Source: an optimization exercise on an open RTL-to-GDS flow (aim: small area). Production flows keep margins and buffers that such runs may drop. Function was checked by simulation only, so behaviour that the tests miss may differ from the original. No activity file was given, so power comes from the tool's default toggle rates.

== run 1 ==
## top_FFE
module top_FFE(
	input  wire               clk,
	input  wire               rst,
	input  wire               load,
	input  wire signed [11:0] DATA_IN,
	output wire               valid_out,
	output reg  signed [11:0] DATA_OUT
);
	reg t1, t2;
	always @(posedge clk or negedge rst) begin
		if (!rst) begin
			t1 <= 1'b0;
			t2 <= 1'b0;
		end else begin
			t1 <= load;
			t2 <= t1;
		end
	end
	reg  a, b, c;
	wire open_s = ~c & (~b | a);           
	wire accept = open_s & t2;
	always @(posedge clk or negedge rst) begin
		if (!rst) begin
			a <= 1'b0;
			b <= 1'b0;
			c <= 1'b0;
		end else begin
			a <= b;
			b <= c;
			c <= (c & ~(a & b)) | accept;
		end
	end
	assign valid_out = a & ~b;
	wire s1 = ~b & c;
	wire s2 = ~a & b & c;
	wire s3 = a & b & c;
	wire s4 = a & b & ~c;
	reg  [1:0] cnt;
	always @(posedge clk or negedge rst) begin
		if (!rst) begin
			cnt <= 2'b00;
		end else if (s4) begin
			cnt[1] <= cnt[1] | cnt[0];
			cnt[0] <= ~cnt[1];
		end
	end
	wire m1 = cnt[1] | cnt[0];    
	wire m2 = cnt[1];             
	wire m3 = cnt[1] & ~cnt[0];   
	reg [11:0] x0, x1;
	reg [8:0]  x2h;
	reg        c2, z2;
	reg [7:0]  x3h;
	reg        z3;
	wire       k2 = x1[2] & x1[0];
	wire       k3 = (x1[3] & x1[1]) | ((x1[3] | x1[1]) & k2);
	wire       c1 = (x1[4] & x1[2]) | ((x1[4] | x1[2]) & k3);
	always @(posedge clk) begin
		if (accept) begin
			x0  <= DATA_IN;
			x1  <= x0;
			x2h <= x1[11:3];
			c2  <= c1;
			z2  <= ~|x1[3:0];
		end
		x3h <= x2h[8:1];
		z3  <= z2;
	end
	wire [11:0] tA = {x0[11], x0[11:1]};
	wire [11:0] tB = ~{{2{x1[11]}}, x1[11:2]};
	wire        cB = ~|x1[1:0];
	wire [11:0] tC = {{3{x2h[8]}}, x2h};
  ...
clock: 10.0 ns
lec_check: 0
abc_area: 1
cap_margin: 20
core_margin: 2
core_utilization: 60
place_density: 0.8
slew_margin: 20
standard.sh (not shown) runs the stock make flow with config.mk's settings and CLKGATE_MAP_FILE= SYNTH_SCRIPT=/design/flow/synth_recipe.tcl, a recipe that flattens the netlist after the stock synthesis.
==> flow/flow/run.sh <==
#!/bin/bash
# Standard layout (standard.sh), with two changes passed to ORFS's scripts:
# port buffers use the smallest buffer cell, and clock tree synthesis
# inserts no dummy loads and uses small clock buffers.
export BUFFER_PORTS_ARGS="-buffer_cell sky130_fd_sc_hd__buf_1"
export CTS_ARGS="-sink_clustering_enable -repair_clock_nets -dont_use_dummy_load -buf_list sky130_fd_sc_hd__clkbuf_4 -sink_clustering_size 30 -sink_clustering_max_diameter 100"
bash standard.sh > standard.log 2>&1
Run 1 went all the way through the flow, and no timing, DRC or antenna check failed.
Setup changes, run 1 to run 2
- ABC_AREA: 1 -> unset
==> flow/flow/run.sh <==
#!/bin/bash
# Standard layout (standard.sh), with these changes:
# - ABC maps the logic with an area-oriented script (a copy of ORFS's
#   scripts folder with only abc_speed.script replaced),
# - port buffers use the smallest buffer cell,
# - clock tree synthesis inserts no dummy loads and uses clkbuf_4.
set -e
rm -rf scripts_abc
cp -r "$FLOW_HOME/scripts" scripts_abc
cp flow/abc.script scripts_abc/abc_speed.script
export BUFFER_PORTS_ARGS="-buffer_cell sky130_fd_sc_hd__buf_1"
export CTS_ARGS="-sink_clustering_enable -repair_clock_nets -dont_use_dummy_load -buf_list sky130_fd_sc_hd__clkbuf_4 -sink_clustering_size 30 -sink_clustering_max_diameter 100"
bash standard.sh SCRIPTS_DIR="$PWD/scripts_abc" finish > standard.log 2>&1
==> flow/flow/abc.script (new file) <==
&get -n
&st
&dch
&nf -a
&put
==> comparison <==
Summary — relative contribution of combinational cells to total power, run 2 relative to run 1: lower, by 0.9 points.
Run 2 vs. run 1: worst setup slack after placement went down 0.032 ns, final-layout fill cell count went down, setup TNS neither gained nor lost much.
Core area: run 2 vs run 1 down 6.4%
Edits applied to the flow inputs when going from run 2 to run 3:
- CORE_UTILIZATION: 60 -> 75
- PLACE_DENSITY: 0.8 -> 0.9
==> flow/flow/run.sh <==
#!/bin/bash
# Standard layout (standard.sh), with two changes passed to ORFS's scripts:
# port buffers use the smallest buffer cell, and clock tree synthesis
# inserts no dummy loads and uses small clock buffers.
export BUFFER_PORTS_ARGS="-buffer_cell sky130_fd_sc_hd__buf_1"
export CTS_ARGS="-sink_clustering_enable -repair_clock_nets -dont_use_dummy_load -buf_list sky130_fd_sc_hd__clkbuf_4 -sink_clustering_size 30 -sink_clustering_max_diameter 100"
bash standard.sh > standard.log 2>&1
removed: flow/flow/abc.script
## What came out
- The final layout from run 3, which completed every stage, passed the timing, DRC and antenna checks at the end of the flow.
- Run 2: no failed stages, no open violations at the end
- Changes observed in run 3 relative to run 2: mean post-synth cell area saw an increase, logic gate share of total power saw an increase.
- Between run 2 and run 3, the clock distribution area overhead in the final layout figures differ only marginally.
- Compared with run 2, run 3 improves die area.
- For the non-filler instance count after layout, run 3 came in about 3.7% lower than run 2 did.
- STATUS post-synth design cell area: run 3 loses against run 2
- Per the comparison of run 3 with run 2, fraction of area in multi-input gates moved up; sequential share of layout area saw a decrease.
The inputs of run 4 differ from those of run 3 as listed below.
- CORE_UTILIZATION changed from 75 to 60
- PLACE_DENSITY changed from 0.9 to 0.8
==> flow/flow/run.sh <==
#!/bin/bash
# Standard layout (standard.sh), with these changes:
# - ABC maps the logic with an area-oriented script (a copy of ORFS's
#   scripts folder with only abc_speed.script replaced),
# - port buffers use the smallest buffer cell,
# - clock tree synthesis inserts no dummy loads and uses clkbuf_4.
set -e
rm -rf scripts_abc
cp -r "$FLOW_HOME/scripts" scripts_abc
cp flow/abc.script scripts_abc/abc_speed.script
export BUFFER_PORTS_ARGS="-buffer_cell sky130_fd_sc_hd__buf_1"
export CTS_ARGS="-sink_clustering_enable -repair_clock_nets -dont_use_dummy_load -buf_list sky130_fd_sc_hd__clkbuf_4 -sink_clustering_size 30 -sink_clustering_max_diameter 100"
bash standard.sh SCRIPTS_DIR="$PWD/scripts_abc" finish > standard.log 2>&1
==> flow/flow/abc.script (new file) <==
&get -n
&st
&dch
&nf -a
&st
&syn2
&if -g -K 6
&synch2
&nf -a
&st
&dch
&nf -a
&put
### Flow results
On sequential share of cell area, the lower figure sits with run 3, not run 4.
Met1 demand-to-capacity share in global routing, run 3 and run 4: lower on run 4
Taking run 3 as the reference, in run 4 non-filler instance count after layout grew by 3.4%, initial core utilization now sits lower.
The hold slack in run 4 was lower than what run 3 gave.
Number of register bits inferred by synthesis came out exactly the same in run 3 and run 4.
Relative to run 3, total length of routed wires decreased by 39 µm in run 4.
Run 4 vs. run 3: wire length of the first global-routing pass higher, relative contribution of combinational cells to total power lower, core utilization lower.

==> afterwards: timing with drivers on the ports <==
No port has a modelled driver above. Below, the same layouts with a new extraction and two added sets of constraints.
Step 1: set_driving_cell puts a clkbuf_16 on clk and a buf_2 on each other input, an assumption about the parent block.
Step 2 also shifts input and output timing later by t, the mid clock arrival at the registers, as if the neighbouring blocks saw the same clock.
Three values: ideal, step 1, step 2; two values: the first two.
| run | t (ns) | setup WS [ns] | worst setup path after step 2 | worst register clock-pin slew, ns |
|---|---|---|---|---|
| run 1 | 0.399 | 3.440 / 3.440 / 3.440 | register to register | 0.10 / 0.10 |
| run 2 | 0.400 | 3.341 / 3.341 / 3.341 | register to register | 0.10 / 0.10 |
| run 3 | 0.394 | 3.188 / 3.188 / 3.188 | register to register | 0.10 / 0.10 |
| run 4 | 0.403 | 3.272 / 3.272 / 3.272 | register to register | 0.09 / 0.09 |
After both steps every run listed still meets setup and hold.
